This design comes from an exercise in tuning for small area on the open sky130 flow, not from production work.
Function was checked by simulation only, so behaviour that the tests miss may differ from the original.
No activity file was given, so power comes from the tool's default toggle rates.

## v6
==> module joltage, before the edit <==
module joltage #(parameter int LENGTH = 100) (
    input logic clk, rst, start, data_valid,
    input logic [4*LENGTH-1:0] line_flat,
    output logic [15:0] joltage1_out,
    output logic [63:0] joltage2_out,
    output logic done
    );
    localparam int NB = 87;                    
    function automatic logic [3:0] half(input logic cin, input logic [3:0] d);
        half[0] = d[1] ^ cin;
        half[1] = d[2] ^ (cin & d[1]);
        half[2] = d[3] ^ (cin & ~(d[2] & d[1]));
        half[3] = cin & (d[3] | (d[2] & d[1]));
    endfunction
    function automatic logic ge(input logic [3:0] a, input logic [3:0] b);
        logic g3, g2, g1, e3, e2, e1;
        g3 = a[3] & ~b[3];  e3 = ~(a[3] ^ b[3]);
        g2 = a[2] & ~b[2];  e2 = ~(a[2] ^ b[2]);
        g1 = a[1] & ~b[1];  e1 = ~(a[1] ^ b[1]);
        ge = g3 | (e3 & (g2 | (e2 & (g1 | (e1 & (a[0] | ~b[0]))))));
    endfunction
    logic [2:0] q;            
    logic [7:0] sw;           
    logic run, clr, done_q;
    assign done = done_q;
    logic q0, q6, ph_r, ph_s, s_first, ph_d, ph_c, fin, d_hi, c_last;
    assign q0      = (q == 3'd0);
    assign q6      = (q == 3'd6);
    assign d_hi    = sw[7] & sw[6] & (sw[5] | (sw[4] & sw[3]));
    assign ph_r    = run & ~sw[7] & sw[6];
    assign ph_s    = run & sw[7] & ~d_hi;
    assign s_first = (sw == 8'd128);
    assign ph_d    = run & d_hi;
    assign c_last  = sw[1] & sw[0];
    assign ph_c    = run & ~sw[7] & ~sw[6] & ~(c_last & (q >= 3'd3));
    assign fin     = run & ~sw[7] & ~sw[6] & c_last & (q == 3'd2);
    always_ff @(posedge clk) begin : ctrl
        if (data_valid) begin
            q  <= 3'd0;
            sw <= 8'd118;
        end else begin
            q  <= q6 ? 3'd0 : q + 3'd1;
            if (q6) sw <= sw + 8'd1;
        end
        if (rst) begin
            run    <= 1'b0;
            done_q <= 1'b0;
            clr    <= 1'b1;
        end else begin
            if (data_valid) run <= 1'b1;
            else if (fin) run <= 1'b0;
            if (start) done_q <= 1'b0;
            else if (fin) done_q <= 1'b1;
            if (fin) clr <= 1'b0;
        end
    end
    logic [3:0] buf_q [0:NB-1];
    genvar s;
    generate
        for (s = 0; s < NB; s++) begin : g_buf
            localparam int DIG = (25 * s + 35) % NB;
            if (s == 0 || s % 2 == 1) begin : g_gated
                always_ff @(posedge clk)
                    buf_q[s] <= ~((line_flat[4*DIG +: 4] | {4{~data_valid}}) &
                                  (buf_q[(s + NB - 1) % NB] | {4{~run}}));
            end else begin : g_free
                always_ff @(posedge clk)
                    buf_q[s] <= ~((line_flat[4*DIG +: 4] & {4{data_valid}}) |
                                  buf_q[s - 1]);
            end
        end
    endgenerate
    logic [3:0] x;            
    assign x = buf_q[NB-1] ^ {4{~sw[0]}};
    logic [7:0] rot [0:6];
    logic [3:0] prev;
    logic act;
    logic [3:0] h0, h1, pe, y_sel, o0, o1;
    logic ae, force_sh, e0, e1, cin;
    assign h0 = rot[0][3:0];
    assign h1 = rot[0][7:4];
    assign y_sel    = (ph_r | s_first) ? prev : x;
    assign pe       = q0 ? y_sel : prev;
    assign ae       = (q < 3'd2) | act;
    assign force_sh = ph_r & ~q0;
    assign e0       = (ph_r | ph_s) & ae & (force_sh | ge(pe, h0));
    assign e1       = e0 & (force_sh | ge(h0, h1));
    assign cin      = (q >= 3'd2) & prev[0];
    always_comb begin : unit
        if (ph_d & (~q0 | (sw[7:4] == 4'b1110))) begin
            o0 = half(cin, h0);
            o1 = half(h0[0], h1);
        end else begin
            o0 = e0 ? pe : h0;
            o1 = e1 ? h0 : h1;
        end
    end
    always_ff @(posedge clk) begin : unit_seq
        if (data_valid)
            prev <= line_flat[4*97 +: 4];
        else
            prev <= q0 ? y_sel : h1;
        act <= e1;
    end
    genvar j;
    generate
        for (j = 0; j < 7; j++) begin : g_rot
            localparam int D0 = (j < 2) ? 98 : 83 + 2 * j;
            logic [7:0] nxt;
            if (j == 6) begin : g_tail
                assign nxt = {o1, o0};
            end else begin : g_mid
                assign nxt = rot[j+1];
            end
            always_ff @(posedge clk)
                rot[j] <= ({line_flat[4*(D0+1) +: 4], line_flat[4*D0 +: 4]} & {8{data_valid}}) |
                          (nxt & {8{run}});
        end
    endgenerate
    logic [15:0] j1;
    logic [63:0] j2;
    logic cy1, cy2, st1, st2, r1, r2, a1, a2, s1, s2, c1, c2;
    assign st1 = ph_d & q0 & (sw[7:4] == 4'b1110);
    assign st2 = (ph_d & q6) | ph_c;
    assign a1  = h1[0];
    assign a2  = ph_d & h1[0];
    assign r1  = j1[0] & ~clr;
    assign r2  = j2[0] & ~clr;
    assign s1  = r1 ^ a1 ^ cy1;
    assign s2  = r2 ^ a2 ^ cy2;
    assign c1  = (r1 & a1) | (r1 & cy1) | (a1 & cy1);
    assign c2  = (r2 & a2) | (r2 & cy2) | (a2 & cy2);
    always_ff @(posedge clk) begin : totals
        if (st1) j1 <= {s1, j1[15:1]};
        if (st2) j2 <= {s2, j2[63:1]};
        if (data_valid) begin
            cy1 <= 1'b0;
            cy2 <= 1'b0;
        end else begin
            if (st1) cy1 <= c1;
            if (st2) cy2 <= c2;
        end
    end
    assign joltage1_out = j1;
    assign joltage2_out = j2;
endmodule
clock: 25.0 ns
lec_check: 0
cap_margin: 20
core_margin: 2
core_utilization: 70
slew_margin: 20
standard.sh (not shown) runs the stock make flow with config.mk's settings and CLKGATE_MAP_FILE= SYNTH_SCRIPT=/design/flow/synth_recipe.tcl, a recipe that flattens the netlist after the stock synthesis.
==> flow/flow/run.sh <==
#!/bin/bash
# The standard layout (standard.sh), with two changes:
#  - port buffers are buf_1 instead of the default clkdlybuf4s50_1;
#  - the clock tree uses clkbuf_4 buffers, each driving up to 10 registers,
#    and no dummy loads.
export BUFFER_PORTS_ARGS="-buffer_cell sky130_fd_sc_hd__buf_1"
export CTS_ARGS="-sink_clustering_enable -repair_clock_nets -dont_use_dummy_load -buf_list {sky130_fd_sc_hd__clkbuf_4} -sink_clustering_size 10 -sink_clustering_max_diameter 45"
bash standard.sh > standard.log 2>&1
Relative to v6, the following input files were edited for v7:
--- a/flow/design.v
+++ b/flow/design.v
@@ -112,9 +112,15 @@
             end else begin : g_mid
                 assign nxt = rot[j+1];
             end
-            always_ff @(posedge clk)
-                rot[j] <= ({line_flat[4*(D0+1) +: 4], line_flat[4*D0 +: 4]} & {8{data_valid}}) |
-                          (nxt & {8{run}});
+            if (j % 2 == 1) begin : g_free
+                always_ff @(posedge clk)
+                    rot[j] <= ({line_flat[4*(D0+1) +: 4], line_flat[4*D0 +: 4]} & {8{data_valid}}) |
+                              nxt;
+            end else begin : g_gated
+                always_ff @(posedge clk)
+                    rot[j] <= ({line_flat[4*(D0+1) +: 4], line_flat[4*D0 +: 4]} & {8{data_valid}}) |
+                              (nxt & {8{run}});
+            end
         end
     endgenerate
     logic [15:0] j1;
## What came out
- | combinational group share of total power | v6 vs v7 | ≈ equal |
- Going from v6 to v7, filler cell count in the final layout shrinks by 2.1%.
- In the flow results for v7 and v6, the clock latency on the worst-skew pair is smaller on v6.
- Comparing v6 with v7, the share of cells above drive strength 1 came out essentially unchanged.
- The total non-filler cell area in the finished layout on v7 is in line with that on v6.
- Comparing v7 with v6, the die area came out essentially unchanged.
- | power dissipated by switching net loads | v7 vs v6 | worse |
- On adder and majority cell fraction of the synthesized area, v7 and v6 are basically level.
- In terms of register area, v7 and v6 differ only marginally.
- Fmax: v7 < v6
- Between v6 and v7, data arrival time at the worst-slack endpoint increased.

## afterwards: timing with drivers on the ports
How much do the figures lean on ideal ports? The routed layouts below were timed once more, with nothing changed but the port constraints. Step 1 sets driving cells, clkbuf_16 on the clock port and buf_2 on the other inputs (assumed; they add their load-dependent delay and slew). Step 2 times the ports against the registers' clock, not the clock port: input delays grow and output delays shrink by t, the midpoint of the rising clock arrivals with the driver on. Slacks: no drivers / after step 1 / after step 2; pairs: no drivers / after step 1.
run | t (ns) | slack for setup (ns) | pins driven straight from the clock port
v6 | 0.710 | 18.582 / 18.603 / 17.893 | 1
v7 | 0.729 | 18.348 / 18.372 / 17.643 | 1
After both steps setup and hold are still met in every run listed. For v7, which loses most, drivers alone change the setup slack by +0.024 ns; drivers and shift together by -0.705 ns.
